Source: an optimization exercise on an open RTL-to-GDS flow (aim: small area, a short achievable clock period and few clock cycles). Production flows keep margins and buffers that such runs may drop. The RTL was checked by simulation tests, not by an equivalence proof against the original design. No activity file was given, so power comes from the tool's default toggle rates.

[flow/run.sh]
#!/bin/bash
# Standard synthesis, then the standard layout with stronger port buffers,
# a clock tree with a strong root buffer and larger sink clusters, and
# timing repair aimed below the design's clock period. Each make run's
# full output goes to its own log here; ORFS keeps per-step logs in orfs/logs.
set -euo pipefail
bash standard.sh synth > synth.log 2>&1
bash standard.sh "BUFFER_PORTS_ARGS=-buffer_cell sky130_fd_sc_hd__buf_4" "SETUP_SLACK_MARGIN=8.3" \
  "CTS_ARGS=-sink_clustering_enable -repair_clock_nets -buf_list sky130_fd_sc_hd__clkbuf_16 -root_buf sky130_fd_sc_hd__clkbuf_16 -sink_clustering_size 26 -sink_clustering_max_diameter 150" \
  finish > layout.log 2>&1
[standard.sh]
#!/bin/bash
# synth_recipe.tcl (not shown) runs the flow's synth.tcl, then flattens the netlist and writes it again
# the make line also repeats each setting of config.mk as NAME=value (left out here)
make -C /OpenROAD-flow-scripts/flow DESIGN_CONFIG=/design/flow/config.mk WORK_HOME=/design/flow/orfs CLKGATE_MAP_FILE= SYNTH_SCRIPT=/design/flow/synth_recipe.tcl "${@:-finish}"
[config.mk]
export PLATFORM = sky130hd
export DESIGN_NAME = m1
export DESIGN_NICKNAME = m1
export VERILOG_FILES = /design/flow/design.v
export SDC_FILE = /design/flow/constraint.sdc
export NUM_CORES = 4
export LEC_CHECK = 0
export CAP_MARGIN = 20
export CORE_MARGIN = 2
export CORE_UTILIZATION = 60
export SLEW_MARGIN = 20
[constraint.sdc]
create_clock -name core_clock -period 12.0 [get_ports {Clock}]
set_input_delay 2.4000 -clock core_clock [delete_from_list [all_inputs] [get_ports {Clock}]]
set_output_delay 2.4000 -clock core_clock [all_outputs]
set_load 0.01 [all_outputs]
[design.v]
`timescale 1ns/100ps
`default_nettype none
module m1(
input logic Clock,
input logic StartBit,
input logic Resetn,
input logic [15:0] ReadData,
output logic [15:0] WriteData,
output logic [17:0] SRAM_Address,
output logic Wen,
output logic StopBit
);
localparam logic [17:0] U_BASE   = 18'd38400;
localparam logic [17:0] V_BASE   = 18'd57600;
localparam logic [17:0] RGB_BASE = 18'd146944;
logic        run;
logic [4:0]  p;        
logic [15:0] S;        
logic [2:0]  m5;       
logic [17:0] Wa;       
logic        w5, w6;   
logic        wr;       
logic        f0, f1, f157, f158, f159, quirk;    
logic        last;     
assign Wen = ~wr;
always_ff @(posedge Clock or negedge Resetn) begin
	if (~Resetn) begin
		run <= 1'b0;
		p <= 5'b00001;
		S <= 16'd0;
		m5 <= 3'd0;
		Wa <= RGB_BASE;
		w5 <= 1'b0;
		w6 <= 1'b0;
		f0 <= 1'b0;
		f1 <= 1'b0;
		f157 <= 1'b0;
		f158 <= 1'b0;
		f159 <= 1'b0;
		quirk <= 1'b0;
		SRAM_Address <= 18'd0;
		wr <= 1'b0;
		last <= 1'b0;
		StopBit <= 1'b0;
	end else if (~run) begin
		if (StartBit && p[0]) begin
			run <= 1'b1;
			SRAM_Address <= U_BASE;
		end
	end else begin
		p <= {p[3:0], p[4]};
		wr <= 1'b0;
		if (p[0] | p[2] | p[3]) begin
			SRAM_Address <= Wa;
			if (p[0] ? w6 : w5) begin
				wr <= 1'b1;
				Wa <= Wa + 18'd1;
			end
			if (p[0] & w6 & (&Wa)) last <= 1'b1;
		end
		if (p[1]) begin
			SRAM_Address <= {2'b00, S - 16'd4};
			if (last) begin
				StopBit <= 1'b1;
				run <= 1'b0;
				p <= 5'b00000;
			end
		end
		if (p[4]) begin
			S <= S + 16'd1;
			m5 <= (m5 == 3'd4) ? 3'd0 : m5 + 3'd1;
			f0 <= f159;
			f1 <= f0;
			f157 <= (S[4:0] == 5'd0) && (m5 == 3'd0);    
			f158 <= f157;
			f159 <= f158;
			quirk <= (S == 16'd5);
			if (S == 16'd4) w5 <= 1'b1;
			if (S == 16'd5) w6 <= 1'b1;
			SRAM_Address <= (S[0] ? U_BASE + 18'd1 : V_BASE) + {3'b000, S[15:1]};
		end
	end
end
logic [7:0] ur [0:5];
logic [7:0] vr [0:5];
logic [15:0] upend;
logic [7:0]  vpend;
wire ins = run & p[2];
always_ff @(posedge Clock) begin
	for (int k = 0; k < 5; k++) begin
		ur[k] <= ur[k+1];
		vr[k] <= vr[k+1];
	end
	ur[5] <= ur[0];
	vr[5] <= vr[0];
	if (ins) begin
		ur[0] <= S[0] ? upend[15:8] : upend[7:0];
		vr[0] <= S[0] ? ReadData[15:8] : vpend;
	end
	if (ins & ~S[0]) upend <= ReadData;
	if (ins & S[0]) vpend <= ReadData[7:0];
end
logic usel;
always_ff @(posedge Clock) usel <= p[2];
logic [7:0] w [0:5];
always_comb begin
	if (usel) for (int k = 0; k < 6; k++) w[k] = ur[5-k];
	else      for (int k = 0; k < 6; k++) w[k] = vr[(10-k) % 6];
end
logic [7:0] a1, b1, a2, b2, a3, b3;
always_comb begin
	a1 = w[2];
	b1 = f159 ? w[2] : w[3];
	a2 = f0 ? w[2] : w[1];
	b2 = f159 ? w[2] : f158 ? w[3] : w[4];
	a3 = f0 ? w[2] : f1 ? w[1] : w[0];
	b3 = f159 ? w[2] : f158 ? w[3] : (f157 || quirk) ? w[4] : w[5];
end
logic [8:0] s1, s2, s3;
always_ff @(posedge Clock) begin
	s1 <= a1 + b1;
	s2 <= a2 + b2;
	s3 <= a3 + b3;
end
wire [8:0] io;
wire [10:0] io3;
m1_interp u_interp(.Clock(Clock), .s1(s1), .s2(s2), .s3(s3), .o(io), .o3(io3));
logic [8:0] uo;     
always_ff @(posedge Clock) uo <= io;
logic [7:0] yb, yl;
always_ff @(posedge Clock) begin
	yb <= p[4] ? ReadData[15:8] : yl;
	if (p[4]) yl <= ReadData[7:0];
end
wire [7:0] ue = ur[1];
wire [7:0] ve = vr[1];
wire [8:0] eu = {ue[7], ~ue[7], ue[6:0]};
wire [8:0] ev = {ve[7], ~ve[7], ve[6:0]};
logic esel;
always_ff @(posedge Clock) esel <= p[4];
wire [8:0] xu = esel ? eu : uo;
wire [22:0] xt;
m1_yterm u_yterm(.Y(yb), .T(xt));
logic [22:0] pt;
logic [8:0] pu, pv;
logic [10:0] pu3, pv3;
always_ff @(posedge Clock) begin
	pt <= xt;
	pu <= xu;
	pu3 <= {xu, 1'b0} + {2'b00, xu};
	if (esel) begin
		pv <= ev;
		pv3 <= {ev, 1'b0} + {2'b00, ev};
	end else begin
		pv <= io;
		pv3 <= io3;
	end
end
wire [7:0] rr, gg, bb;
m1_pix u_pix(.Clock(Clock), .T(pt), .U(pu), .U3(pu3), .V(pv), .V3(pv3), .R(rr), .G(gg), .B(bb));
logic [7:0]  bh;
logic [15:0] gbh;
always_ff @(posedge Clock) begin
	bh <= bb;
	if (p[3]) gbh <= {gg, bb};
	if (p[2])      WriteData <= {rr, gg};
	else if (p[3]) WriteData <= {bh, rr};
	else           WriteData <= gbh;
end
endmodule
module m1_yterm(
input logic [7:0] Y,
output logic [24:2] T
);
wire yt_1 = Y[0] ^ Y[3];
wire yt_2 = Y[0] & Y[3];
wire yt_3 = Y[1] ^ Y[4];
wire yt_4 = Y[1] & Y[4];
wire yt_5 = Y[2] ^ Y[5];
wire yt_6 = Y[2] & Y[5];
wire yt_7 = Y[0] ^ Y[2];
wire yt_8 = Y[0] & Y[2];
wire yt_9 = Y[1] ^ Y[3] ^ Y[5];
wire yt_10 = (Y[1] & Y[3]) | (Y[1] & Y[5]) | (Y[3] & Y[5]);
wire yt_11 = Y[2] ^ Y[4] ^ Y[6];
wire yt_12 = (Y[2] & Y[4]) | (Y[2] & Y[6]) | (Y[4] & Y[6]);
wire yt_13 = Y[5] ^ Y[7] ^ yt_1;
wire yt_14 = (Y[5] & Y[7]) | (Y[5] & yt_1) | (Y[7] & yt_1);
wire yt_15 = Y[6] ^ yt_2 ^ yt_3;
wire yt_16 = (Y[6] & yt_2) | (Y[6] & yt_3) | (yt_2 & yt_3);
wire yt_17 = Y[7] ^ yt_4 ^ yt_5;
wire yt_18 = (Y[7] & yt_4) | (Y[7] & yt_5) | (yt_4 & yt_5);
wire yt_19 = Y[3] ^ Y[6] ^ yt_6;
wire yt_20 = (Y[3] & Y[6]) | (Y[3] & yt_6) | (Y[6] & yt_6);
wire yt_21 = Y[4] ^ Y[7];
wire yt_22 = Y[4] & Y[7];
wire yt_23 = Y[0] ^ Y[2];
wire yt_24 = Y[0] & Y[2];
wire yt_25 = ~1'b0 ^ Y[1] ^ Y[3];
wire yt_26 = (~1'b0 & Y[1]) | (~1'b0 & Y[3]) | (Y[1] & Y[3]);
wire yt_27 = ~1'b0 ^ Y[4] ^ yt_7;
wire yt_28 = (~1'b0 & Y[4]) | (~1'b0 & yt_7) | (Y[4] & yt_7);
wire yt_29 = ~1'b0 ^ yt_8 ^ yt_9;
wire yt_30 = (~1'b0 & yt_8) | (~1'b0 & yt_9) | (yt_8 & yt_9);
wire yt_31 = ~1'b0 ^ yt_10 ^ yt_11;
wire yt_32 = (~1'b0 & yt_10) | (~1'b0 & yt_11) | (yt_10 & yt_11);
wire yt_33 = ~1'b0 ^ yt_12 ^ yt_13;
wire yt_34 = (~1'b0 & yt_12) | (~1'b0 & yt_13) | (yt_12 & yt_13);
wire yt_35 = ~1'b0 ^ yt_14 ^ yt_15;
wire yt_36 = (~1'b0 & yt_14) | (~1'b0 & yt_15) | (yt_14 & yt_15);
wire yt_37 = ~1'b0 ^ yt_16 ^ yt_17;
wire yt_38 = (~1'b0 & yt_16) | (~1'b0 & yt_17) | (yt_16 & yt_17);
wire yt_39 = ~1'b0 ^ yt_18 ^ yt_19;
wire yt_40 = (~1'b0 & yt_18) | (~1'b0 & yt_19) | (yt_18 & yt_19);
wire yt_41 = ~1'b0 ^ yt_21 ^ yt_20;
wire yt_42 = (~1'b0 & yt_21) | (~1'b0 & yt_20) | (yt_21 & yt_20);
wire yt_43 = ~1'b0 ^ Y[5] ^ yt_22;
wire yt_44 = (~1'b0 & Y[5]) | (~1'b0 & yt_22) | (Y[5] & yt_22);
wire yt_45 = ~1'b0 ^ Y[6];
wire yt_46 = ~1'b0 & Y[6];
wire yt_47 = ~1'b0 ^ Y[7];
wire yt_48 = ~1'b0 & Y[7];
wire [24:0] yt_a = {yt_48, yt_46, yt_44, yt_42, yt_40, yt_38, yt_36, yt_34, yt_32, yt_30, yt_28, yt_26, yt_24, yt_23, ~1'b0, Y[0], ~Y[6], ~Y[5], ~Y[4], ~Y[3], ~Y[2], ~Y[1], ~1'b0, 1'b0, 1'b0};
wire [24:0] yt_b = {~1'b0, yt_47, yt_45, yt_43, yt_41, yt_39, yt_37, yt_35, yt_33, yt_31, yt_29, yt_27, yt_25, ~1'b0, Y[1], ~Y[7], 1'b0, 1'b0, 1'b0, 1'b0, 1'b0, 1'b0, ~Y[0], 1'b0, 1'b0};
wire [24:0] yts = yt_a + yt_b;
assign T = yts[24:2];
endmodule
module m1_pix(
input logic Clock,
input logic [24:2] T,
input logic [8:0] U,
input logic [10:0] U3,
input logic [8:0] V,
input logic [10:0] V3,
output logic [7:0] R,
output logic [7:0] G,
output logic [7:0] B
);
wire r_1 = T[8] ^ V[1];
wire r_2 = T[8] & V[1];
wire r_3 = T[9] ^ V[2];
wire r_4 = T[9] & V[2];
wire r_5 = T[10] ^ V[3] ^ V[6];
wire r_6 = (T[10] & V[3]) | (T[10] & V[6]) | (V[3] & V[6]);
wire r_7 = T[11] ^ V3[0] ^ V[4];
wire r_8 = (T[11] & V3[0]) | (T[11] & V[4]) | (V3[0] & V[4]);
wire r_9 = T[12] ^ V3[1];
wire r_10 = T[12] & V3[1];
wire r_11 = T[15] ^ V3[0];
wire r_12 = T[15] & V3[0];
wire r_13 = T[6] ^ V[2];
wire r_14 = T[6] & V[2];
wire r_15 = T[7] ^ V[0] ^ V[3];
wire r_16 = (T[7] & V[0]) | (T[7] & V[3]) | (V[0] & V[3]);
wire r_17 = V[4] ^ V3[8] ^ r_1;
wire r_18 = (V[4] & V3[8]) | (V[4] & r_1) | (V3[8] & r_1);
wire r_19 = V[5] ^ V3[9] ^ r_2;
wire r_20 = (V[5] & V3[9]) | (V[5] & r_2) | (V3[9] & r_2);
wire r_21 = V3[10] ^ r_4 ^ r_5;
wire r_22 = (V3[10] & r_4) | (V3[10] & r_5) | (r_4 & r_5);
wire r_23 = V[7] ^ r_6 ^ r_7;
wire r_24 = (V[7] & r_6) | (V[7] & r_7) | (r_6 & r_7);
wire r_25 = V[5] ^ V[8] ^ r_9;
wire r_26 = (V[5] & V[8]) | (V[5] & r_9) | (V[8] & r_9);
wire r_27 = T[13] ^ V3[2] ^ V[6];
wire r_28 = (T[13] & V3[2]) | (T[13] & V[6]) | (V3[2] & V[6]);
wire r_29 = T[14] ^ V3[3] ^ V[7];
wire r_30 = (T[14] & V3[3]) | (T[14] & V[7]) | (V3[3] & V[7]);
wire r_31 = V3[4] ^ V[8] ^ r_11;
wire r_32 = (V3[4] & V[8]) | (V3[4] & r_11) | (V[8] & r_11);
wire r_33 = T[16] ^ V3[1] ^ V3[5];
wire r_34 = (T[16] & V3[1]) | (T[16] & V3[5]) | (V3[1] & V3[5]);
wire r_35 = T[17] ^ V3[2];
wire r_36 = T[17] & V3[2];
wire r_37 = T[18] ^ V3[3] ^ V3[7];
wire r_38 = (T[18] & V3[3]) | (T[18] & V3[7]) | (V3[3] & V3[7]);
wire r_39 = T[19] ^ V3[4];
wire r_40 = T[19] & V3[4];
wire r_41 = T[20] ^ V3[5] ^ V3[9];
wire r_42 = (T[20] & V3[5]) | (T[20] & V3[9]) | (V3[5] & V3[9]);
wire r_43 = T[21] ^ V3[6];
wire r_44 = T[21] & V3[6];
wire r_45 = T[22] ^ V3[7];
wire r_46 = T[22] & V3[7];
wire r_47 = T[4] ^ V[0];
wire r_48 = T[4] & V[0];
wire r_49 = T[5] ^ V[1] ^ V3[5];
wire r_50 = (T[5] & V[1]) | (T[5] & V3[5]) | (V[1] & V3[5]);
wire r_51 = ~1'b0 ^ V3[6] ^ r_13;
wire r_52 = (~1'b0 & V3[6]) | (~1'b0 & r_13) | (V3[6] & r_13);
wire r_53 = V3[7] ^ r_14 ^ r_15;
wire r_54 = (V3[7] & r_14) | (V3[7] & r_15) | (r_14 & r_15);
wire r_55 = ~1'b0 ^ r_16 ^ r_17;
wire r_56 = (~1'b0 & r_16) | (~1'b0 & r_17) | (r_16 & r_17);
wire r_57 = r_3 ^ r_18 ^ r_19;
wire r_58 = (r_3 & r_18) | (r_3 & r_19) | (r_18 & r_19);
wire r_59 = ~1'b0 ^ r_20 ^ r_21;
wire r_60 = (~1'b0 & r_20) | (~1'b0 & r_21) | (r_20 & r_21);
wire r_61 = ~1'b0 ^ r_22 ^ r_23;
wire r_62 = (~1'b0 & r_22) | (~1'b0 & r_23) | (r_22 & r_23);
wire r_63 = r_8 ^ r_25 ^ r_24;
wire r_64 = (r_8 & r_25) | (r_8 & r_24) | (r_25 & r_24);
wire r_65 = r_10 ^ r_27 ^ r_26;
wire r_66 = (r_10 & r_27) | (r_10 & r_26) | (r_27 & r_26);
wire r_67 = ~1'b0 ^ r_28 ^ r_29;
wire r_68 = (~1'b0 & r_28) | (~1'b0 & r_29) | (r_28 & r_29);
wire r_69 = ~1'b0 ^ r_30 ^ r_31;
wire r_70 = (~1'b0 & r_30) | (~1'b0 & r_31) | (r_30 & r_31);
wire r_71 = r_12 ^ r_33 ^ r_32;
wire r_72 = (r_12 & r_33) | (r_12 & r_32) | (r_33 & r_32);
wire r_73 = V3[6] ^ r_35 ^ r_34;
wire r_74 = (V3[6] & r_35) | (V3[6] & r_34) | (r_35 & r_34);
wire r_75 = ~1'b0 ^ r_36 ^ r_37;
wire r_76 = (~1'b0 & r_36) | (~1'b0 & r_37) | (r_36 & r_37);
wire r_77 = V3[8] ^ r_39 ^ r_38;
wire r_78 = (V3[8] & r_39) | (V3[8] & r_38) | (r_39 & r_38);
wire r_79 = ~1'b0 ^ r_40 ^ r_41;
wire r_80 = (~1'b0 & r_40) | (~1'b0 & r_41) | (r_40 & r_41);
wire r_81 = V3[10] ^ r_43 ^ r_42;
wire r_82 = (V3[10] & r_43) | (V3[10] & r_42) | (r_43 & r_42);
wire r_83 = ~1'b0 ^ r_44 ^ r_45;
wire r_84 = (~1'b0 & r_44) | (~1'b0 & r_45) | (r_44 & r_45);
wire r_85 = T[23] ^ V3[8] ^ r_46;
wire r_86 = (T[23] & V3[8]) | (T[23] & r_46) | (V3[8] & r_46);
wire r_87 = T[24] ^ V3[9];
wire r_88 = T[24] & V3[9];
wire r_89 = ~1'b0 ^ V3[10];
wire r_90 = ~1'b0 & V3[10];
wire [26:0] r_a = {r_90, r_88, r_86, r_84, r_82, r_80, r_78, r_76, r_74, r_72, r_70, r_68, r_66, r_64, r_62, r_60, r_58, r_56, r_54, r_52, r_50, r_48, r_47, T[3], T[2], V3[1], V3[0]};
wire [26:0] r_b = {~1'b0, r_89, r_87, r_85, r_83, r_81, r_79, r_77, r_75, r_73, r_71, r_69, r_67, r_65, r_63, r_61, r_59, r_57, r_55, r_53, r_51, r_49, V3[4], V3[3], V3[2], 1'b0, 1'b0};
wire [20:0] r_lo = {1'b0, r_a[19:0]} + {1'b0, r_b[19:0]};
logic [26:20] r_ha, r_hb;
logic r_c;
logic [19:16] r_l;
always_ff @(posedge Clock) begin
	r_ha <= r_a[26:20];
	r_hb <= r_b[26:20];
	r_c <= r_lo[20];
	r_l <= r_lo[19:16];
end
wire [26:20] r_s = r_ha + r_hb + {{(6){1'b0}}, r_c};
wire [26:16] r_f = {r_s, r_l};
assign R = r_f[26] ? 8'd0 : (|r_f[25:24]) ? 8'd255 : r_f[23:16];
wire g_1 = ~1'b0 ^ ~U3[2];
wire g_2 = ~1'b0 & ~U3[2];
wire g_3 = 1'b0 ^ U3[3] ^ V[1];
wire g_4 = (1'b0 & U3[3]) | (1'b0 & V[1]) | (U3[3] & V[1]);
wire g_5 = ~U3[4] ^ ~V[2];
wire g_6 = ~U3[4] & ~V[2];
wire g_7 = 1'b0 ^ U3[5] ^ V[3];
wire g_8 = (1'b0 & U3[5]) | (1'b0 & V[3]) | (U3[5] & V[3]);
wire g_9 = ~1'b0 ^ ~U3[6];
wire g_10 = ~1'b0 & ~U3[6];
wire g_11 = ~U[0] ^ ~U3[7];
wire g_12 = ~U[0] & ~U3[7];
wire g_13 = 1'b0 ^ U[1] ^ U3[8];
wire g_14 = (1'b0 & U[1]) | (1'b0 & U3[8]) | (U[1] & U3[8]);
wire g_15 = U[2] ^ U3[9] ^ V[0];
wire g_16 = (U[2] & U3[9]) | (U[2] & V[0]) | (U3[9] & V[0]);
wire g_17 = U3[0] ^ U[3] ^ U3[10];
wire g_18 = (U3[0] & U[3]) | (U3[0] & U3[10]) | (U[3] & U3[10]);
wire g_19 = ~V[1] ^ ~V[8];
wire g_20 = ~V[1] & ~V[8];
wire g_21 = U3[1] ^ U[4] ^ V3[0];
wire g_22 = (U3[1] & U[4]) | (U3[1] & V3[0]) | (U[4] & V3[0]);
wire g_23 = T[14] ^ ~V[2];
wire g_24 = T[14] & ~V[2];
wire g_25 = 1'b0 ^ U3[2] ^ U[5];
wire g_26 = (1'b0 & U3[2]) | (1'b0 & U[5]) | (U3[2] & U[5]);
wire g_27 = ~T[15] ^ V3[1] ^ V[3];
wire g_28 = (~T[15] & V3[1]) | (~T[15] & V[3]) | (V3[1] & V[3]);
wire g_29 = 1'b0 ^ U3[3] ^ U[6];
wire g_30 = (1'b0 & U3[3]) | (1'b0 & U[6]) | (U3[3] & U[6]);
wire g_31 = ~T[16] ^ V3[2] ^ V[4];
wire g_32 = (~T[16] & V3[2]) | (~T[16] & V[4]) | (V3[2] & V[4]);
wire g_33 = U3[4] ^ U[7] ^ V3[3];
wire g_34 = (U3[4] & U[7]) | (U3[4] & V3[3]) | (U[7] & V3[3]);
wire g_35 = T[17] ^ ~V[5];
wire g_36 = T[17] & ~V[5];
wire g_37 = U3[5] ^ U[8] ^ V3[4];
wire g_38 = (U3[5] & U[8]) | (U3[5] & V3[4]) | (U[8] & V3[4]);
wire g_39 = T[18] ^ ~V[6];
wire g_40 = T[18] & ~V[6];
wire g_41 = 1'b0 ^ U3[6] ^ V3[5];
wire g_42 = (1'b0 & U3[6]) | (1'b0 & V3[5]) | (U3[6] & V3[5]);
wire g_43 = T[19] ^ ~V[7];
wire g_44 = T[19] & ~V[7];
wire g_45 = 1'b0 ^ U3[7] ^ V3[6];
wire g_46 = (1'b0 & U3[7]) | (1'b0 & V3[6]) | (U3[7] & V3[6]);
wire g_47 = T[20] ^ ~V[8];
wire g_48 = T[20] & ~V[8];
wire g_49 = 1'b0 ^ U3[8] ^ V3[7];
wire g_50 = (1'b0 & U3[8]) | (1'b0 & V3[7]) | (U3[8] & V3[7]);
wire g_51 = ~1'b0 ^ ~U3[9];
wire g_52 = ~1'b0 & ~U3[9];
wire g_53 = ~1'b0 ^ ~U3[10];
wire g_54 = ~1'b0 & ~U3[10];
wire g_55 = ~1'b0 ^ ~U3[0];
wire g_56 = ~1'b0 & ~U3[0];
wire g_57 = ~U3[1] ^ ~V[4];
wire g_58 = ~U3[1] & ~V[4];
wire g_59 = ~T[5] ^ V[0] ^ V[5];
wire g_60 = (~T[5] & V[0]) | (~T[5] & V[5]) | (V[0] & V[5]);
wire g_61 = T[6] ^ ~V[6] ^ g_2;
wire g_62 = (T[6] & ~V[6]) | (T[6] & g_2) | (~V[6] & g_2);
wire g_63 = T[7] ^ ~V[7] ^ g_5;
wire g_64 = (T[7] & ~V[7]) | (T[7] & g_5) | (~V[7] & g_5);
wire g_65 = T[8] ^ ~V[8] ^ g_6;
wire g_66 = (T[8] & ~V[8]) | (T[8] & g_6) | (~V[8] & g_6);
wire g_67 = T[9] ^ ~V[4] ^ g_9;
wire g_68 = (T[9] & ~V[4]) | (T[9] & g_9) | (~V[4] & g_9);
wire g_69 = T[10] ^ g_10 ^ g_11;
wire g_70 = (T[10] & g_10) | (T[10] & g_11) | (g_10 & g_11);
wire g_71 = T[11] ^ ~V[6] ^ g_12;
wire g_72 = (T[11] & ~V[6]) | (T[11] & g_12) | (~V[6] & g_12);
wire g_73 = V[7] ^ g_14 ^ g_15;
wire g_74 = (V[7] & g_14) | (V[7] & g_15) | (g_14 & g_15);
wire g_75 = T[13] ^ g_19 ^ ~g_16;
wire g_76 = (T[13] & g_19) | (T[13] & ~g_16) | (g_19 & ~g_16);
wire g_77 = g_20 ^ g_23 ^ ~g_18;
wire g_78 = (g_20 & g_23) | (g_20 & ~g_18) | (g_23 & ~g_18);
wire g_79 = g_22 ^ g_25 ^ g_27;
wire g_80 = (g_22 & g_25) | (g_22 & g_27) | (g_25 & g_27);
wire g_81 = g_26 ^ g_28 ^ g_29;
wire g_82 = (g_26 & g_28) | (g_26 & g_29) | (g_28 & g_29);
wire g_83 = g_30 ^ g_32 ^ g_33;
wire g_84 = (g_30 & g_32) | (g_30 & g_33) | (g_32 & g_33);
wire g_85 = g_36 ^ g_39 ^ ~g_34;
wire g_86 = (g_36 & g_39) | (g_36 & ~g_34) | (g_39 & ~g_34);
wire g_87 = g_40 ^ g_43 ^ ~g_38;
wire g_88 = (g_40 & g_43) | (g_40 & ~g_38) | (g_43 & ~g_38);
wire g_89 = g_44 ^ g_47 ^ ~g_42;
wire g_90 = (g_44 & g_47) | (g_44 & ~g_42) | (g_47 & ~g_42);
wire g_91 = T[21] ^ g_48 ^ ~g_46;
wire g_92 = (T[21] & g_48) | (T[21] & ~g_46) | (g_48 & ~g_46);
wire g_93 = T[22] ^ ~V3[8] ^ g_51;
wire g_94 = (T[22] & ~V3[8]) | (T[22] & g_51) | (~V3[8] & g_51);
wire g_95 = T[23] ^ g_52 ^ g_53;
wire g_96 = (T[23] & g_52) | (T[23] & g_53) | (g_52 & g_53);
wire g_97 = 1'b0 ^ ~T[24] ^ V3[10];
wire g_98 = (1'b0 & ~T[24]) | (1'b0 & V3[10]) | (~T[24] & V3[10]);
wire g_99 = T[3] ^ g_55;
wire g_100 = T[3] & g_55;
wire g_101 = T[4] ^ g_56 ^ g_57;
wire g_102 = (T[4] & g_56) | (T[4] & g_57) | (g_56 & g_57);
wire g_103 = g_58 ^ g_1 ^ ~g_59;
wire g_104 = (g_58 & g_1) | (g_58 & ~g_59) | (g_1 & ~g_59);
wire g_105 = g_60 ^ g_3 ^ ~g_61;
wire g_106 = (g_60 & g_3) | (g_60 & ~g_61) | (g_3 & ~g_61);
wire g_107 = ~g_4 ^ g_62 ^ g_63;
wire g_108 = (~g_4 & g_62) | (~g_4 & g_63) | (g_62 & g_63);
wire g_109 = ~g_7 ^ g_64 ^ g_65;
wire g_110 = (~g_7 & g_64) | (~g_7 & g_65) | (g_64 & g_65);
wire g_111 = ~g_8 ^ g_66 ^ g_67;
wire g_112 = (~g_8 & g_66) | (~g_8 & g_67) | (g_66 & g_67);
wire g_113 = ~V[5] ^ g_68 ^ g_69;
wire g_114 = (~V[5] & g_68) | (~V[5] & g_69) | (g_68 & g_69);
wire g_115 = ~g_13 ^ g_70 ^ g_71;
wire g_116 = (~g_13 & g_70) | (~g_13 & g_71) | (g_70 & g_71);
wire g_117 = T[12] ^ g_72 ^ ~g_73;
wire g_118 = (T[12] & g_72) | (T[12] & ~g_73) | (g_72 & ~g_73);
wire g_119 = g_17 ^ g_74 ^ ~g_75;
wire g_120 = (g_17 & g_74) | (g_17 & ~g_75) | (g_74 & ~g_75);
wire g_121 = ~g_21 ^ g_76 ^ g_77;
wire g_122 = (~g_21 & g_76) | (~g_21 & g_77) | (g_76 & g_77);
wire g_123 = g_24 ^ g_78 ^ ~g_79;
wire g_124 = (g_24 & g_78) | (g_24 & ~g_79) | (g_78 & ~g_79);
wire g_125 = g_31 ^ g_80 ^ g_81;
wire g_126 = (g_31 & g_80) | (g_31 & g_81) | (g_80 & g_81);
wire g_127 = ~g_35 ^ g_82 ^ g_83;
wire g_128 = (~g_35 & g_82) | (~g_35 & g_83) | (g_82 & g_83);
wire g_129 = g_37 ^ g_84 ^ ~g_85;
wire g_130 = (g_37 & g_84) | (g_37 & ~g_85) | (g_84 & ~g_85);
wire g_131 = ~g_41 ^ g_86 ^ g_87;
wire g_132 = (~g_41 & g_86) | (~g_41 & g_87) | (g_86 & g_87);
wire g_133 = ~g_45 ^ g_88 ^ g_89;
wire g_134 = (~g_45 & g_88) | (~g_45 & g_89) | (g_88 & g_89);
wire g_135 = ~g_49 ^ g_90 ^ g_91;
wire g_136 = (~g_49 & g_90) | (~g_49 & g_91) | (g_90 & g_91);
wire g_137 = ~g_50 ^ g_92 ^ g_93;
wire g_138 = (~g_50 & g_92) | (~g_50 & g_93) | (g_92 & g_93);
wire g_139 = ~V3[9] ^ g_94 ^ g_95;
wire g_140 = (~V3[9] & g_94) | (~V3[9] & g_95) | (g_94 & g_95);
wire g_141 = g_54 ^ ~g_97 ^ g_96;
wire g_142 = (g_54 & ~g_97) | (g_54 & g_96) | (~g_97 & g_96);
wire [26:0] g_a = {~1'b0, g_142, g_140, g_138, g_136, g_134, g_132, ~g_130, ~g_128, ~g_126, g_124, g_122, ~g_120, g_118, g_116, g_114, g_112, g_110, g_108, ~g_106, g_104, g_102, g_100, g_99, T[2], ~V[1], ~1'b0};
wire [26:0] g_b = {1'b0, ~g_98, g_141, g_139, g_137, g_135, g_133, g_131, ~g_129, ~g_127, ~g_125, g_123, g_121, ~g_119, g_117, g_115, g_113, g_111, g_109, g_107, ~g_105, g_103, g_101, ~V[3], ~V[2], 1'b0, ~V[0]};
wire [16:0] g_lo = {1'b0, g_a[15:0]} + {1'b0, g_b[15:0]};
logic [26:16] g_ha, g_hb;
logic g_c;
always_ff @(posedge Clock) begin
	g_ha <= g_a[26:16];
	g_hb <= g_b[26:16];
	g_c <= g_lo[16];
end
wire [26:16] g_s = g_ha + g_hb + {{(10){1'b0}}, g_c};
wire [26:16] g_f = g_s;
assign G = g_f[26] ? 8'd0 : (|g_f[25:24]) ? 8'd255 : g_f[23:16];
wire b_1 = T[8] ^ U[1];
wire b_2 = T[8] & U[1];
wire b_3 = T[9] ^ U[2];
wire b_4 = T[9] & U[2];
wire b_5 = T[10] ^ U[0] ^ U[3];
wire b_6 = (T[10] & U[0]) | (T[10] & U[3]) | (U[0] & U[3]);
wire b_7 = U3[7] ^ U3[10];
wire b_8 = U3[7] & U3[10];
wire b_9 = T[11] ^ U[1] ^ U[4];
wire b_10 = (T[11] & U[1]) | (T[11] & U[4]) | (U[1] & U[4]);
wire b_11 = T[12] ^ U[2];
wire b_12 = T[12] & U[2];
wire b_13 = T[13] ^ U[3];
wire b_14 = T[13] & U[3];
wire b_15 = T[14] ^ U[4];
wire b_16 = T[14] & U[4];
wire b_17 = T[15] ^ U[5];
wire b_18 = T[15] & U[5];
wire b_19 = T[6] ^ U3[3];
wire b_20 = T[6] & U3[3];
wire b_21 = T[7] ^ U[0] ^ U3[4];
wire b_22 = (T[7] & U[0]) | (T[7] & U3[4]) | (U[0] & U3[4]);
wire b_23 = U3[5] ^ U3[8] ^ b_1;
wire b_24 = (U3[5] & U3[8]) | (U3[5] & b_1) | (U3[8] & b_1);
wire b_25 = U3[6] ^ U3[9] ^ b_2;
wire b_26 = (U3[6] & U3[9]) | (U3[6] & b_2) | (U3[9] & b_2);
wire b_27 = b_4 ^ b_7 ^ b_5;
wire b_28 = (b_4 & b_7) | (b_4 & b_5) | (b_7 & b_5);
wire b_29 = U3[8] ^ b_8 ^ b_6;
wire b_30 = (U3[8] & b_8) | (U3[8] & b_6) | (b_8 & b_6);
wire b_31 = U[5] ^ U3[9] ^ b_11;
wire b_32 = (U[5] & U3[9]) | (U[5] & b_11) | (U3[9] & b_11);
wire b_33 = U[6] ^ U3[10] ^ b_12;
wire b_34 = (U[6] & U3[10]) | (U[6] & b_12) | (U3[10] & b_12);
wire b_35 = U[7] ^ b_14 ^ b_15;
wire b_36 = (U[7] & b_14) | (U[7] & b_15) | (b_14 & b_15);
wire b_37 = U[8] ^ b_16 ^ b_17;
wire b_38 = (U[8] & b_16) | (U[8] & b_17) | (b_16 & b_17);
wire b_39 = T[16] ^ U[6];
wire b_40 = T[16] & U[6];
wire b_41 = T[17] ^ U[0];
wire b_42 = T[17] & U[0];
wire b_43 = T[18] ^ U[1];
wire b_44 = T[18] & U[1];
wire b_45 = T[19] ^ U[2];
wire b_46 = T[19] & U[2];
wire b_47 = T[3] ^ U3[0];
wire b_48 = T[3] & U3[0];
wire b_49 = T[4] ^ U3[1] ^ U3[4];
wire b_50 = (T[4] & U3[1]) | (T[4] & U3[4]) | (U3[1] & U3[4]);
wire b_51 = T[5] ^ U3[2] ^ U3[5];
wire b_52 = (T[5] & U3[2]) | (T[5] & U3[5]) | (U3[2] & U3[5]);
wire b_53 = ~1'b0 ^ U3[6] ^ b_19;
wire b_54 = (~1'b0 & U3[6]) | (~1'b0 & b_19) | (U3[6] & b_19);
wire b_55 = U3[7] ^ b_20 ^ b_21;
wire b_56 = (U3[7] & b_20) | (U3[7] & b_21) | (b_20 & b_21);
wire b_57 = ~1'b0 ^ b_22 ^ b_23;
wire b_58 = (~1'b0 & b_22) | (~1'b0 & b_23) | (b_22 & b_23);
wire b_59 = b_3 ^ b_24 ^ b_25;
wire b_60 = (b_3 & b_24) | (b_3 & b_25) | (b_24 & b_25);
wire b_61 = ~1'b0 ^ b_26 ^ b_27;
wire b_62 = (~1'b0 & b_26) | (~1'b0 & b_27) | (b_26 & b_27);
wire b_63 = b_9 ^ b_28 ^ b_29;
wire b_64 = (b_9 & b_28) | (b_9 & b_29) | (b_28 & b_29);
wire b_65 = b_10 ^ b_30 ^ b_31;
wire b_66 = (b_10 & b_30) | (b_10 & b_31) | (b_30 & b_31);
wire b_67 = b_13 ^ b_32 ^ b_33;
wire b_68 = (b_13 & b_32) | (b_13 & b_33) | (b_32 & b_33);
wire b_69 = ~1'b0 ^ b_34 ^ b_35;
wire b_70 = (~1'b0 & b_34) | (~1'b0 & b_35) | (b_34 & b_35);
wire b_71 = ~1'b0 ^ b_36 ^ b_37;
wire b_72 = (~1'b0 & b_36) | (~1'b0 & b_37) | (b_36 & b_37);
wire b_73 = b_18 ^ b_39 ^ b_38;
wire b_74 = (b_18 & b_39) | (b_18 & b_38) | (b_39 & b_38);
wire b_75 = U[7] ^ b_40 ^ b_41;
wire b_76 = (U[7] & b_40) | (U[7] & b_41) | (b_40 & b_41);
wire b_77 = U[8] ^ b_42 ^ b_43;
wire b_78 = (U[8] & b_42) | (U[8] & b_43) | (b_42 & b_43);
wire b_79 = ~1'b0 ^ b_44 ^ b_45;
wire b_80 = (~1'b0 & b_44) | (~1'b0 & b_45) | (b_44 & b_45);
wire b_81 = T[20] ^ U[3] ^ b_46;
wire b_82 = (T[20] & U[3]) | (T[20] & b_46) | (U[3] & b_46);
wire b_83 = ~1'b0 ^ T[21] ^ U[4];
wire b_84 = (~1'b0 & T[21]) | (~1'b0 & U[4]) | (T[21] & U[4]);
wire b_85 = ~1'b0 ^ T[22] ^ U[5];
wire b_86 = (~1'b0 & T[22]) | (~1'b0 & U[5]) | (T[22] & U[5]);
wire b_87 = ~1'b0 ^ T[23] ^ U[6];
wire b_88 = (~1'b0 & T[23]) | (~1'b0 & U[6]) | (T[23] & U[6]);
wire b_89 = ~1'b0 ^ T[24] ^ U[7];
wire b_90 = (~1'b0 & T[24]) | (~1'b0 & U[7]) | (T[24] & U[7]);
wire [26:0] b_a = {~1'b0, b_90, b_88, b_86, b_84, b_82, b_80, b_78, b_76, b_74, b_72, b_70, b_68, b_66, b_64, b_62, b_60, b_58, b_56, b_54, b_52, b_50, b_48, b_47, T[2], U3[1], U3[0]};
wire [26:0] b_b = {1'b0, U[8], b_89, b_87, b_85, b_83, b_81, b_79, b_77, b_75, b_73, b_71, b_69, b_67, b_65, b_63, b_61, b_59, b_57, b_55, b_53, b_51, b_49, U3[3], U3[2], 1'b0, 1'b0};
wire [20:0] b_lo = {1'b0, b_a[19:0]} + {1'b0, b_b[19:0]};
logic [26:20] b_ha, b_hb;
logic b_c;
logic [19:16] b_l;
always_ff @(posedge Clock) begin
	b_ha <= b_a[26:20];
	b_hb <= b_b[26:20];
	b_c <= b_lo[20];
	b_l <= b_lo[19:16];
end
wire [26:20] b_s = b_ha + b_hb + {{(6){1'b0}}, b_c};
wire [26:16] b_f = {b_s, b_l};
assign B = b_f[26] ? 8'd0 : (|b_f[25:24]) ? 8'd255 : b_f[23:16];
endmodule
module m1_interp(
input logic Clock,
input logic [8:0] s1,
input logic [8:0] s2,
input logic [8:0] s3,
output logic [8:0] o,
output logic [10:0] o3
);
wire ip_1 = s1[0] ^ s1[2];
wire ip_2 = s1[0] & s1[2];
wire ip_3 = s1[1] ^ s1[3];
wire ip_4 = s1[1] & s1[3];
wire ip_5 = s1[0] ^ s2[1];
wire ip_6 = s1[0] & s2[1];
wire ip_7 = 1'b0 ^ s1[6] ^ s2[0];
wire ip_8 = (1'b0 & s1[6]) | (1'b0 & s2[0]) | (s1[6] & s2[0]);
wire ip_9 = s1[1] ^ s2[2] ^ s3[2];
wire ip_10 = (s1[1] & s2[2]) | (s1[1] & s3[2]) | (s2[2] & s3[2]);
wire ip_11 = 1'b0 ^ s1[7] ^ s2[1];
wire ip_12 = (1'b0 & s1[7]) | (1'b0 & s2[1]) | (s1[7] & s2[1]);
wire ip_13 = s2[3] ^ s3[3] ^ s3[5];
wire ip_14 = (s2[3] & s3[3]) | (s2[3] & s3[5]) | (s3[3] & s3[5]);
wire ip_15 = s3[7] ^ ip_1;
wire ip_16 = s3[7] & ip_1;
wire ip_17 = s1[8] ^ s2[2] ^ s2[6];
wire ip_18 = (s1[8] & s2[2]) | (s1[8] & s2[6]) | (s2[2] & s2[6]);
wire ip_19 = s2[4] ^ s3[4] ^ s3[6];
wire ip_20 = (s2[4] & s3[4]) | (s2[4] & s3[6]) | (s3[4] & s3[6]);
wire ip_21 = s3[8] ^ ip_2 ^ ip_3;
wire ip_22 = (s3[8] & ip_2) | (s3[8] & ip_3) | (ip_2 & ip_3);
wire ip_23 = ~1'b0 ^ s1[2] ^ s1[4];
wire ip_24 = (~1'b0 & s1[2]) | (~1'b0 & s1[4]) | (s1[2] & s1[4]);
wire ip_25 = s2[3] ^ ~s2[5] ^ s2[7];
wire ip_26 = (s2[3] & ~s2[5]) | (s2[3] & s2[7]) | (~s2[5] & s2[7]);
wire ip_27 = s3[5] ^ s3[7] ^ ip_4;
wire ip_28 = (s3[5] & s3[7]) | (s3[5] & ip_4) | (s3[7] & ip_4);
wire ip_29 = ~1'b0 ^ s1[3] ^ s1[5];
wire ip_30 = (~1'b0 & s1[3]) | (~1'b0 & s1[5]) | (s1[3] & s1[5]);
wire ip_31 = s2[4] ^ ~s2[6] ^ s2[8];
wire ip_32 = (s2[4] & ~s2[6]) | (s2[4] & s2[8]) | (~s2[6] & s2[8]);
wire ip_33 = s3[6] ^ s3[8];
wire ip_34 = s3[6] & s3[8];
wire ip_35 = s1[4] ^ s1[6] ^ s2[7];
wire ip_36 = (s1[4] & s1[6]) | (s1[4] & s2[7]) | (s1[6] & s2[7]);
wire ip_37 = s1[5] ^ s1[7];
wire ip_38 = s1[5] & s1[7];
wire ip_39 = ~1'b0 ^ ~s1[2];
wire ip_40 = ~1'b0 & ~s1[2];
wire ip_41 = ~s1[3] ^ ~s2[1];
wire ip_42 = ~s1[3] & ~s2[1];
wire ip_43 = s1[4] ^ ~s2[0] ^ s2[2];
wire ip_44 = (s1[4] & ~s2[0]) | (s1[4] & s2[2]) | (~s2[0] & s2[2]);
wire ip_45 = s3[0] ^ s3[2];
wire ip_46 = s3[0] & s3[2];
wire ip_47 = s1[5] ^ s2[3] ^ ~s3[1];
wire ip_48 = (s1[5] & s2[3]) | (s1[5] & ~s3[1]) | (s2[3] & ~s3[1]);
wire ip_49 = s3[3] ^ s3[5] ^ ip_5;
wire ip_50 = (s3[3] & s3[5]) | (s3[3] & ip_5) | (s3[5] & ip_5);
wire ip_51 = s3[4] ^ s3[6] ^ ip_6;
wire ip_52 = (s3[4] & s3[6]) | (s3[4] & ip_6) | (s3[6] & ip_6);
wire ip_53 = s2[4] ^ ip_7 ^ ~ip_9;
wire ip_54 = (s2[4] & ip_7) | (s2[4] & ~ip_9) | (ip_7 & ~ip_9);
wire ip_55 = s2[5] ^ ip_8 ^ ip_11;
wire ip_56 = (s2[5] & ip_8) | (s2[5] & ip_11) | (ip_8 & ip_11);
wire ip_57 = ip_10 ^ ip_13 ^ ip_15;
wire ip_58 = (ip_10 & ip_13) | (ip_10 & ip_15) | (ip_13 & ip_15);
wire ip_59 = ip_12 ^ ~ip_14 ^ ip_17;
wire ip_60 = (ip_12 & ~ip_14) | (ip_12 & ip_17) | (~ip_14 & ip_17);
wire ip_61 = ip_19 ^ ip_16 ^ ip_21;
wire ip_62 = (ip_19 & ip_16) | (ip_19 & ip_21) | (ip_16 & ip_21);
wire ip_63 = ~ip_18 ^ ip_20 ^ ip_23;
wire ip_64 = (~ip_18 & ip_20) | (~ip_18 & ip_23) | (ip_20 & ip_23);
wire ip_65 = ~ip_25 ^ ip_22 ^ ip_27;
wire ip_66 = (~ip_25 & ip_22) | (~ip_25 & ip_27) | (ip_22 & ip_27);
wire ip_67 = ip_33 ^ ip_24 ^ ip_29;
wire ip_68 = (ip_33 & ip_24) | (ip_33 & ip_29) | (ip_24 & ip_29);
wire ip_69 = ip_26 ^ ip_31 ^ ~ip_28;
wire ip_70 = (ip_26 & ip_31) | (ip_26 & ~ip_28) | (ip_31 & ~ip_28);
wire ip_71 = s3[7] ^ ip_34 ^ ip_30;
wire ip_72 = (s3[7] & ip_34) | (s3[7] & ip_30) | (ip_34 & ip_30);
wire ip_73 = s2[5] ^ ip_32 ^ ~ip_35;
wire ip_74 = (s2[5] & ip_32) | (s2[5] & ~ip_35) | (ip_32 & ~ip_35);
wire ip_75 = 1'b0 ^ s2[6] ^ ~s2[8];
wire ip_76 = (1'b0 & s2[6]) | (1'b0 & ~s2[8]) | (s2[6] & ~s2[8]);
wire ip_77 = s3[8] ^ ip_37 ^ ip_36;
wire ip_78 = (s3[8] & ip_37) | (s3[8] & ip_36) | (ip_37 & ip_36);
wire ip_79 = ~1'b0 ^ s1[6] ^ s1[8];
wire ip_80 = (~1'b0 & s1[6]) | (~1'b0 & s1[8]) | (s1[6] & s1[8]);
wire ip_81 = ~s2[7] ^ ip_38;
wire ip_82 = ~s2[7] & ip_38;
wire ip_83 = ~1'b0 ^ ~s2[8];
wire ip_84 = ~1'b0 & ~s2[8];
wire ip_85 = s3[0] ^ s3[2];
wire ip_86 = s3[0] & s3[2];
wire ip_87 = s3[1] ^ s3[3] ^ ip_40;
wire ip_88 = (s3[1] & s3[3]) | (s3[1] & ip_40) | (s3[3] & ip_40);
wire ip_89 = s3[4] ^ ip_45 ^ ip_42;
wire ip_90 = (s3[4] & ip_45) | (s3[4] & ip_42) | (ip_45 & ip_42);
wire ip_91 = ~ip_46 ^ ip_44 ^ ip_47;
wire ip_92 = (~ip_46 & ip_44) | (~ip_46 & ip_47) | (ip_44 & ip_47);
wire ip_93 = ~ip_48 ^ ip_50 ^ ip_51;
wire ip_94 = (~ip_48 & ip_50) | (~ip_48 & ip_51) | (ip_50 & ip_51);
wire ip_95 = ~ip_52 ^ ip_54 ^ ip_55;
wire ip_96 = (~ip_52 & ip_54) | (~ip_52 & ip_55) | (ip_54 & ip_55);
wire ip_97 = ip_56 ^ ip_59 ^ ~ip_58;
wire ip_98 = (ip_56 & ip_59) | (ip_56 & ~ip_58) | (ip_59 & ~ip_58);
wire ip_99 = ip_63 ^ ip_62 ^ ip_65;
wire ip_100 = (ip_63 & ip_62) | (ip_63 & ip_65) | (ip_62 & ip_65);
wire ip_101 = ip_64 ^ ip_67 ^ ip_66;
wire ip_102 = (ip_64 & ip_67) | (ip_64 & ip_66) | (ip_67 & ip_66);
wire ip_103 = ip_68 ^ ip_71 ^ ~ip_73;
wire ip_104 = (ip_68 & ip_71) | (ip_68 & ~ip_73) | (ip_71 & ~ip_73);
wire ip_105 = ~ip_75 ^ ip_72 ^ ip_77;
wire ip_106 = (~ip_75 & ip_72) | (~ip_75 & ip_77) | (ip_72 & ip_77);
wire ip_107 = ip_79 ^ ip_81 ^ ip_78;
wire ip_108 = (ip_79 & ip_81) | (ip_79 & ip_78) | (ip_81 & ip_78);
wire ip_109 = s1[7] ^ ip_83 ^ ip_80;
wire ip_110 = (s1[7] & ip_83) | (s1[7] & ip_80) | (ip_83 & ip_80);
wire ip_111 = s1[8] ^ ip_84;
wire ip_112 = s1[8] & ip_84;
wire ip_113 = ~1'b0 ^ ~s1[0];
wire ip_114 = ~1'b0 & ~s1[0];
wire ip_115 = ~s1[1] ^ s3[1];
wire ip_116 = ~s1[1] & s3[1];
wire ip_117 = ~s2[0] ^ ip_85 ^ ip_39;
wire ip_118 = (~s2[0] & ip_85) | (~s2[0] & ip_39) | (ip_85 & ip_39);
wire ip_119 = ip_86 ^ ip_41 ^ ip_87;
wire ip_120 = (ip_86 & ip_41) | (ip_86 & ip_87) | (ip_41 & ip_87);
wire ip_121 = ~ip_43 ^ ip_88 ^ ip_89;
wire ip_122 = (~ip_43 & ip_88) | (~ip_43 & ip_89) | (ip_88 & ip_89);
wire ip_123 = ip_90 ^ ip_49 ^ ~ip_91;
wire ip_124 = (ip_90 & ip_49) | (ip_90 & ~ip_91) | (ip_49 & ~ip_91);
wire ip_125 = ip_92 ^ ip_53 ^ ~ip_93;
wire ip_126 = (ip_92 & ip_53) | (ip_92 & ~ip_93) | (ip_53 & ~ip_93);
wire ip_127 = ip_57 ^ ip_94 ^ ~ip_95;
wire ip_128 = (ip_57 & ip_94) | (ip_57 & ~ip_95) | (ip_94 & ~ip_95);
wire ip_129 = ~ip_61 ^ ip_96 ^ ip_97;
wire ip_130 = (~ip_61 & ip_96) | (~ip_61 & ip_97) | (ip_96 & ip_97);
wire ip_131 = ip_60 ^ ip_98 ^ ~ip_99;
wire ip_132 = (ip_60 & ip_98) | (ip_60 & ~ip_99) | (ip_98 & ~ip_99);
wire ip_133 = ~ip_69 ^ ip_100 ^ ip_101;
wire ip_134 = (~ip_69 & ip_100) | (~ip_69 & ip_101) | (ip_100 & ip_101);
wire ip_135 = ~ip_70 ^ ip_103 ^ ip_102;
wire ip_136 = (~ip_70 & ip_103) | (~ip_70 & ip_102) | (ip_103 & ip_102);
wire ip_137 = ~ip_74 ^ ip_105 ^ ip_104;
wire ip_138 = (~ip_74 & ip_105) | (~ip_74 & ip_104) | (ip_105 & ip_104);
wire ip_139 = ~ip_76 ^ ip_106 ^ ip_107;
wire ip_140 = (~ip_76 & ip_106) | (~ip_76 & ip_107) | (ip_106 & ip_107);
wire ip_141 = ip_82 ^ ip_109 ^ ip_108;
wire ip_142 = (ip_82 & ip_109) | (ip_82 & ip_108) | (ip_109 & ip_108);
wire ip_143 = ~1'b0 ^ ip_111 ^ ip_110;
wire ip_144 = (~1'b0 & ip_111) | (~1'b0 & ip_110) | (ip_111 & ip_110);
wire ip_145 = ~1'b0 ^ ip_112;
wire ip_146 = ~1'b0 & ip_112;
wire [16:0] ip_a = {ip_144, ip_142, ip_140, ip_138, ip_136, ip_134, ~ip_132, ~ip_130, ip_128, ~ip_126, ip_124, ip_122, ip_120, ip_118, ip_116, ip_114, ip_113};
wire [16:0] ip_b = {ip_145, ip_143, ip_141, ip_139, ip_137, ip_135, ip_133, ~ip_131, ~ip_129, ip_127, ~ip_125, ip_123, ip_121, ip_119, ip_117, ip_115, s3[0]};
wire [10:0] ip_lo = {1'b0, ip_a[9:0]} + {1'b0, ip_b[9:0]};
logic [16:10] ip_ha, ip_hb;
logic ip_c;
logic [9:8] ip_l;
always_ff @(posedge Clock) begin
	ip_ha <= ip_a[16:10];
	ip_hb <= ip_b[16:10];
	ip_c <= ip_lo[10];
	ip_l <= ip_lo[9:8];
end
wire [16:10] ip_s = ip_ha + ip_hb + {{(6){1'b0}}, ip_c};
wire [16:8] ip_f = {ip_s, ip_l};
assign o = ip_f;
assign o3 = {o, 1'b0} + {2'b00, o};
endmodule
==> results by group, run 1 <==
Setup path
  – Critical path class: reg2out
  – CP required: 9600 ps
  – Worst Setup End Kind: output port
  – Critical-path maximum fanout: 2
  – Critical path's largest stage delay: 370 ps
  – Worst path slowest cell: dfrtp_1
  – Crit path arrival time: 1130 ps
  – Cell family with most CP delay: flip-flops
  – Buf/Inv on CP: 2
  – Crit path cell chain: inv_1, buf_4
  – Startpoint class of the critical path: register

Detailed routing
  – Detailed Routing Iterations Pass 1: 5
  – Vias per cell: 5.50
  – Vias after detailed routing: 15900
  – Drt drc: 0
  – DRT iter0 DRCs: 1077
  – DRT antenna net count: 0
  – DR WL/cell: 19.3 um
  – Final wirelength: 56.0 mm

Logic synthesis
  – Sequential-to-total area share from yosys stat: 38.4%
  – Mapped Cells: 2330
  – Syn. warnings: 6
  – Commonest cells post-synth: inv_1, dfxtp_1, ha_1, fa_1, nand2_1
  – Seq cells post-synth: 420
  – Synth top area share: 24.9%
  – Synth top area cells: dfxtp_1, fa_1, ha_1, dfrtp_1, inv_1
  – Avg Inst Size Synth: 10.3 um2
  – Mapped Nets: 2770
  – Mapped cell area: 0.0241 mm2
  – Ys flop type: dfxtp_1
  – Most common cell in the netlist: inv_1
  – Asr flop ratio synth: 17.1%
  – Number of synthesized flops with an enable pin: 48
  – Yosys cell types: 76
  – Cell taking the most area after synthesis: dfxtp_1

Global routing
  – Vias in the first global route: 16200
  – Total gr overflow: 0
  – Overall Global Routing Usage: 27.6%
  – Global-route wire length before repair: 88.7 mm
  – Initial antenna violation count: 0
  – Largest net degree at the start of global routing: 73

Status
  – Status: no timing/DRC/antenna violations

Timing
  – Final hold violation count: 0
  – Fmax: 283 MHz
  – # setup viols final: 0
  – Final min period: 3530 ps
  – Slew HR: 31.8%
  – RSZ-0062 raised after global routing: true
  – Setup TNS: 0 ps
  – Fin crit share: 29.4%
  – Slew Viols, Final: 0
  – Final Skew: 30.2 ps
  – Least-Margin Pin Slew: 1020 ps

Placed design
  – I/O Buffers: 54
  – RD Place Congestion: 0.967
  – Post-DP HPWL: 45.1 mm

CTS
  – Clk Latency, worst-skew pair: 550 ps
  – CTS tree: built
  – Max clock buf depth: 3
  – Setup Fix Bufs, Post-CTS: 0
  – Post-CTS sizing: 0
  – Reg clk slew, reported paths: 100 ps
  – Htree depth: 1
  – CTS Sinks: 420
  – Cts bufs inserted: 20
  – Root buf cell: clkbuf_16
  – Hold_buf cts: 0

Power
  – Peak supply drop: 0.117 mV
  – Pwr Density: 86.1 mW/mm2
  – P_leak: 0.0118 uW
  – Total power: 2210 uW

Floorplanning
  – Row count: 73
  – Die Area: 0.0418 mm2
  – Area of the core: 0.0397 mm2
  – Top Ports: 55
  – Die Wd: 204 um
  – Height of the chip: 204 um
  – Initial Util: 60.7%

Min path
  – Min-delay worst type: reg2reg

Cells and area
  – Ant. Diodes: 0
  – Share of layout cells above drive strength 1: 7.50%
  – Final nets: 2805
  – Seq. cell area: 0.00926 mm2
  – Fill count: 3292
  – Multi-input gate area: 0.0131 mm2
  – Area growth from synthesis to layout: 6.50%

Job
  – MaxCap Viol Count: 0
-- sequential cells by signal, indices dropped and copies added, names as in the netlist, 9 cells and up --
| register | cells |
|---|---|
| u_pix.g_ha | 10 |
| ur | 48 |
| upend | 16 |
| SRAM_Address | 18 |
| S | 16 |
| uo | 9 |
| WriteData | 16 |
| s3 | 9 |
| s2 | 9 |
| vr | 48 |
| Wa | 18 |
| pt | 23 |
| u_pix.g_hb | 10 |
| pv3 | 11 |
| gbh | 16 |
| s1 | 9 |
| pu3 | 11 |
-- layout make-up --
type	count	area share, %
multi-input combinational	1447	51.2
sequential	420	36.1
inverter	413	6.04
timing repair buffer	63	1.86
clock buffer	21	2.05
tap	525	2.56
clock inverter	10	0.248
-- path summary, 6_finish.rpt --
kind / from / to / slack (ps) / depth (start not counted)
hold / removal: vr[2][0]$_DFF_P_ / vr[1][0]$_DFF_P_ / 340 / 0
setup reg to reg: pt[8]$_DFF_P_ / u_pix.b_c$_DFF_P_ / 8500 / 13
setup / recovery: wr$_DFFE_PN0P_ / Wen / 8470 / 2
max in group asynchronous: Resetn / f159$_DFFE_PN0P_ / 9390 / 1
hold reg to reg: vr[2][0]$_DFF_P_ / vr[1][0]$_DFF_P_ / 340 / 0
min in group asynchronous: Resetn / S[12]$_DFFE_PN0P_ / 1970 / 1
-- logic make-up (layout without fill, tap and decap cells) --
kind of cell	count (synthesis)	count (layout)	synth area share, %
buffers and inverters	463	507	7.23
adder cells (fa/ha/maj)	421	421	26.9
flip-flops	420	420	38.4
AO/OA/AOI/OAI	401	401	10.4
AND/OR/NAND/NOR	397	397	7.61
XOR/XNOR	129	129	4.69
multiplexers	99	99	4.79
-- layout by cell type, fill, tap and decap left out, types with 13 or more instances in the layout --
master,n
a211oi_1,14
a21o_1,30
a21oi_1,116
buf_4,62
clkbuf_16,21
dfrtp_1,64
dfxtp_1,297
edfxtp_1,48
fa_1,163
ha_1,258
inv_1,421
mux2_2,41
mux2i_1,49
nand2_1,133
nand2b_1,15
nand3_1,27
nor2_1,117
nor2b_1,13
nor3_1,21
o211ai_1,15
o21a_1,13
o21ai_0,123
xnor2_1,93
xor2_1,36
-- per-layer routing --
layer | part of all wire, % | up-vias | global-route usage [%] | routed length (um)
li1 | - | 7755 | - | -
met1 | 48 | 7769 | 40.5 | 26800
met4 | 1.9 | 0 | 5.02 | 1060
met2 | 45 | 349 | 44.3 | 25300
met5 | 0 | - | 0 | 0
met3 | 5.2 | 61 | 3.60 | 2890
-- worst reg2reg max path: stages, from the launching register on --
cell,delay [ps]
dfxtp_1,390
fa_1,460
fa_1,490
inv_1,50
fa_1,470
inv_1,50
ha_1,190
a21o_1,170
a21o_1,180
a211oi_2,240
o21ai_2,120
a211oi_2,270
o21bai_1,120
a21o_1,180
-- power by group --
group | leakage (uW) | internal, uW | switching, uW
logic | 0.00766 | 3.88 | 7.88
clock network | 0.000318 | 324 | 455
registers | 0.00382 | 1420 | 0
-- through the flow --
stage	util, %	hold WS [ps]	setup WS [ps]	instances	instance area [um2]
4_1_cts	64.5	344	8310	2899	25600
6_report	64.6	341	8470	2899	25700
3_5_place_dp	63.0	333	8340	2868	25100
3_3_place_gp	63.0	328	8380	2868	25100
5_1_grt	64.6	353	8270	2899	25700
2_1_floorplan	-	324	8580	2330	24100
Testbench counts, summed over its fixed seeds: cycles 1,152,168.
==> run 2, diff against run 1 <==
--- a/flow/run.sh
+++ b/flow/run.sh
@@ -7,3 +7,3 @@
 bash standard.sh synth > synth.log 2>&1
-bash standard.sh "BUFFER_PORTS_ARGS=-buffer_cell sky130_fd_sc_hd__buf_4" "SETUP_SLACK_MARGIN=8.3" \
+bash standard.sh "BUFFER_PORTS_ARGS=-buffer_cell sky130_fd_sc_hd__buf_4" "SETUP_SLACK_MARGIN=8.5" \
   "CTS_ARGS=-sink_clustering_enable -repair_clock_nets -buf_list sky130_fd_sc_hd__clkbuf_16 -root_buf sky130_fd_sc_hd__clkbuf_16 -sink_clustering_size 26 -sink_clustering_max_diameter 150" \
==> results by group, run 2 <==
Timing
  – Least-Margin Pin Slew: 1030 ps (+2.88 ps)
  – Setup TNS: 0 ps (unchanged)
  – Fmax: 285 MHz (+0.62%)
  – Fin crit share: 29.2% (-0.18 points)
  – Worst hold margin: 341 ps (+0.218 ps)
  – Slew Viols, Final: 0 (unchanged)
  – Final hold violation count: 0 (unchanged)
  – Final Skew: 32.4 ps (+2.16 ps)
  – Final min period: 3510 ps (-21.8 ps)
  – Slew HR: 31.6% (-0.19 points)
  – # setup viols final: 0 (unchanged)
  – RSZ-0062 raised after global routing: true

Global routing
  – Global-route wire length before repair: 88.9 mm (+0.28%)
  – Initial antenna violation count: 0 (unchanged)
  – Largest net degree at the start of global routing: 73 (unchanged)
  – Vias in the first global route: 16300 (+0.48%)
  – Overall Global Routing Usage: 27.7% (+0.070 points)
  – Total gr overflow: 0 (unchanged)

Logic synthesis
  – Commonest cells post-synth: inv_1, dfxtp_1, ha_1, fa_1, nand2_1
  – Seq cells post-synth: 420 (unchanged)
  – Mapped Cells: 2330 (unchanged)
  – Avg Inst Size Synth: 10.3 um2 (unchanged)
  – Mapped Nets: 2770 (unchanged)
  – Sequential-to-total area share from yosys stat: 38.4% (unchanged)
  – Post-synthesis adder-cell area fraction: 26.9% (unchanged)
  – Mapped cell area: 0.0241 mm2 (unchanged)
  – Asr flop ratio synth: 17.1% (unchanged)
  – Post-synthesis mux area share: 4.79% (unchanged)
  – Synth top area cells: dfxtp_1, fa_1, ha_1, dfrtp_1, inv_1
  – Post-Synth XOR/XNOR Area: 4.69% (unchanged)
  – Most common cell in the netlist: inv_1
  – Yosys cell types: 76 (unchanged)
  – Cell taking the most area after synthesis: dfxtp_1
  – Simple-Gate Fraction of Synth Area: 7.61% (unchanged)
  – Synth top area share: 24.9% (unchanged)
  – Ys flop type: dfxtp_1
  – Post-synthesis compound-gate area fraction: 10.4% (unchanged)
  – Number of synthesized flops with an enable pin: 48 (unchanged)
  – Syn. warnings: 6 (unchanged)
  – Largest family of logic cells by synthesized area: adder cells

Floorplanning
  – Die Wd: 204 um (unchanged)
  – Height of the chip: 204 um (unchanged)
  – Top Ports: 55 (unchanged)
  – Area of the core: 0.0397 mm2 (unchanged)
  – Die Area: 0.0418 mm2 (unchanged)
  – Row count: 73 (unchanged)
  – Initial Util: 60.7% (unchanged)

Setup path
  – Cell family with most CP delay: flip-flops
  – Buf/Inv on CP: 1 (-1)
  – Crit path arrival time: 1110 ps (-20 ps)
  – Critical path class: reg2out
  – Critical path's largest stage delay: 430 ps (+60 ps)
  – Crit path cell chain: buf_6
  – CP required: 9600 ps (about the same)
  – Critical-path maximum fanout: 2 (unchanged)
  – Startpoint class of the critical path: register
  – Worst path slowest cell: dfrtp_1
  – Worst Setup End Kind: output port

CTS
  – Max clock buf depth: 3 (unchanged)
  – CTS tree: built
  – Htree depth: 1 (unchanged)
  – CTS Sinks: 420 (unchanged)
  – Clk Latency, worst-skew pair: 550 ps (about the same)
  – Root buf cell: clkbuf_16
  – Reg clk slew, reported paths: 100 ps (about the same)
  – Hold_buf cts: 0 (unchanged)
  – Cts bufs inserted: 20 (unchanged)

Cells and area
  – Area growth from synthesis to layout: 7.98%
  – Final Cell Area: 0.0260 mm2 (+1.4%)
  – Final nets: 2830 (+0.89%)
  – Commonest non-fill, non-tap cell in the layout: inv_1
  – Commonest non-fill, non-tap cells in the layout: inv_1, dfxtp_1, ha_1
  – Ant. Diodes: 0 (unchanged)
  – Share of layout cells above drive strength 1: 9.38% (+1.9 points)
  – Largest regs: ur (48), vr (48), pt (23)

Power
  – Logic pwr share: 0.5% (about the same)
  – Switching pwr: 463 uW (about the same)
  – Clk pwr share: 35.2% (about the same)
  – P_leak: 0.0120 uW (+1.3%)
  – Internal power: 1750 uW (about the same)
  – Switching Share: 21.0% (about the same)
  – Pwr Density: 84.9 mW/mm2 (-1.4%)
  – Sequential share of power: 64.2% (about the same)
  – Peak supply drop: 0.117 mV (-0.23%)

Placed design
  – RD Place Congestion: 0.967 (unchanged)
  – I/O Buffers: 54 (unchanged)
  – Dpl cell area: 0.0251 mm2 (unchanged)
  – Post-DP HPWL: 45.1 mm (unchanged)

Job
  – MaxCap Viol Count: 0 (unchanged)

Detailed routing
  – Detailed Routing Iterations Pass 1: 5 (unchanged)
  – Drt drc: 0 (unchanged)
  – DRT iter0 DRCs: 1055 (-2.0%)
  – DR WL/cell: 19.3 um (-0.24%)
  – Vias per cell: 5.47 (-0.41%)
  – Final wirelength: 56.3 mm (+0.62%)
  – Vias after detailed routing: 16000 (+0.45%)
  – DRT antenna net count: 0 (unchanged)

Status
  – Status: no timing/DRC/antenna violations

Min path
  – Min-delay worst type: reg2reg
[run 2: power by group through the flow]
stage / sequential [uW] / combinational, uW / clock [uW]
floorplan: 1450 / 0.0915 / 0
global placement: 1450 / 12.2 / 0
detailed placement: 1450 / 12.3 / 0
CTS: 1420 / 12.3 / 801
global route: 1420 / 13.2 / 847
finish: 1420 / 11.8 / 779
[run 2: logic make-up (layout without fill, tap and decap cells)]
family	Yosys count	in the layout
buffers and inverters	463	532
adders and majority gates	421	421
DFF	420	420
AOI/OAI and AO/OA	401	401
and+or+nand+nor	397	397
xor gates and xnor gates	129	129
muxes	99	99
[run 2: routing by layer]
| metal | up-vias | track usage [%] | wire length, um |
|---|---|---|---|
| met2 | 359 | 44.3 | 25400 |
| met4 | 0 | 5.25 | 1120 |
| li1 | 7798 | - | - |
| met1 | 7785 | 40.6 | 27100 |
| met5 | - | 0 | 0 |
| met3 | 64 | 3.67 | 2660 |
[run 2: cell type report]
| cell class | instances | area, um2 |
|---|---|---|
| multi-input combinational | 1447 | 13200 |
| fill | 3246 | 13700 |
| clock inverter | 10 | 63.8 |
| clock buffer | 21 | 526 |
| tap | 525 | 657 |
| inverter | 413 | 1550 |
| timing repair buffer | 88 | 748 |
| sequential | 420 | 9290 |
[run 2: what timing repair did]
action | 4_1_cts | 5_1_grt
pin swaps | 1 | 14
setup buffers | 8 | 17
resized for setup | 26 | 40
endpoints found under the hold margin | 0 | 0
setup endpoints to repair | 28 | 46
[run 2: final timing paths]
path / cells after the start / slack (ps) / end / from
worst max-delay path: 1 / 8490 / StopBit / StopBit$_DFFE_PN0P_
worst min-delay path: 0 / 340 / vr[1][0]$_DFF_P_ / vr[2][0]$_DFF_P_
worst max register to register: 13 / 8610 / u_pix.b_l[19]$_DFF_P_ / pu[3]$_DFF_P_
worst min register to register: 0 / 340 / vr[1][0]$_DFF_P_ / vr[2][0]$_DFF_P_
max in group asynchronous: 1 / 9360 / f159$_DFFE_PN0P_ / Resetn
min in group asynchronous: 1 / 1950 / S[12]$_DFFE_PN0P_ / Resetn
[run 2: metrics by stage]
step | setup slack (ps) | util [%] | instances | power (uW)
after floorplan | 8580 | - | 2330 | 1450
after global placement | 8380 | 63.0 | 2868 | 1460
after detailed placement | 8340 | 63.0 | 2868 | 1460
after CTS | 8460 | 64.9 | 2907 | 2230
after global routing | 8450 | 65.5 | 2924 | 2280
final | 8490 | 65.5 | 2924 | 2210

==> static timing again, ports no longer ideal <==
The flow's constraints put no driver on any port. The routed layouts listed below were extracted and timed again, unchanged, in two steps. Step 1 (the two cells are an assumption about what drives the block):
set clk [get_ports {Clock}]
set_driving_cell -lib_cell sky130_fd_sc_hd__clkbuf_16 $clk
set_driving_cell -lib_cell sky130_fd_sc_hd__buf_2 [delete_from_list [all_inputs] $clk]
Step 2 also shifts input and output timing later by t, the mid clock arrival at the registers, as if the neighbouring blocks saw the same clock. Three values: no drivers, after step 1, after step 2; two values: the first two.
| run | t (ns) | setup slack, ns | latest minus earliest clock arrival (ns) | slew at the worst register clock pin (ns) | pins driven straight from the clock port |
|---|---|---|---|---|---|
| run 1 | 0.593 | 8.470 / 8.413 / 8.463 | 0.034 / 0.034 | 0.11 / 0.11 | 1 |
| run 2 | 0.593 | 8.491 / 8.434 / 8.468 | 0.033 / 0.033 | 0.11 / 0.11 | 1 |
After both steps every run listed still meets setup and hold. The setup slack of run 2, which loses most, moves by -0.057 ns with the drivers and by -0.023 ns with both steps.
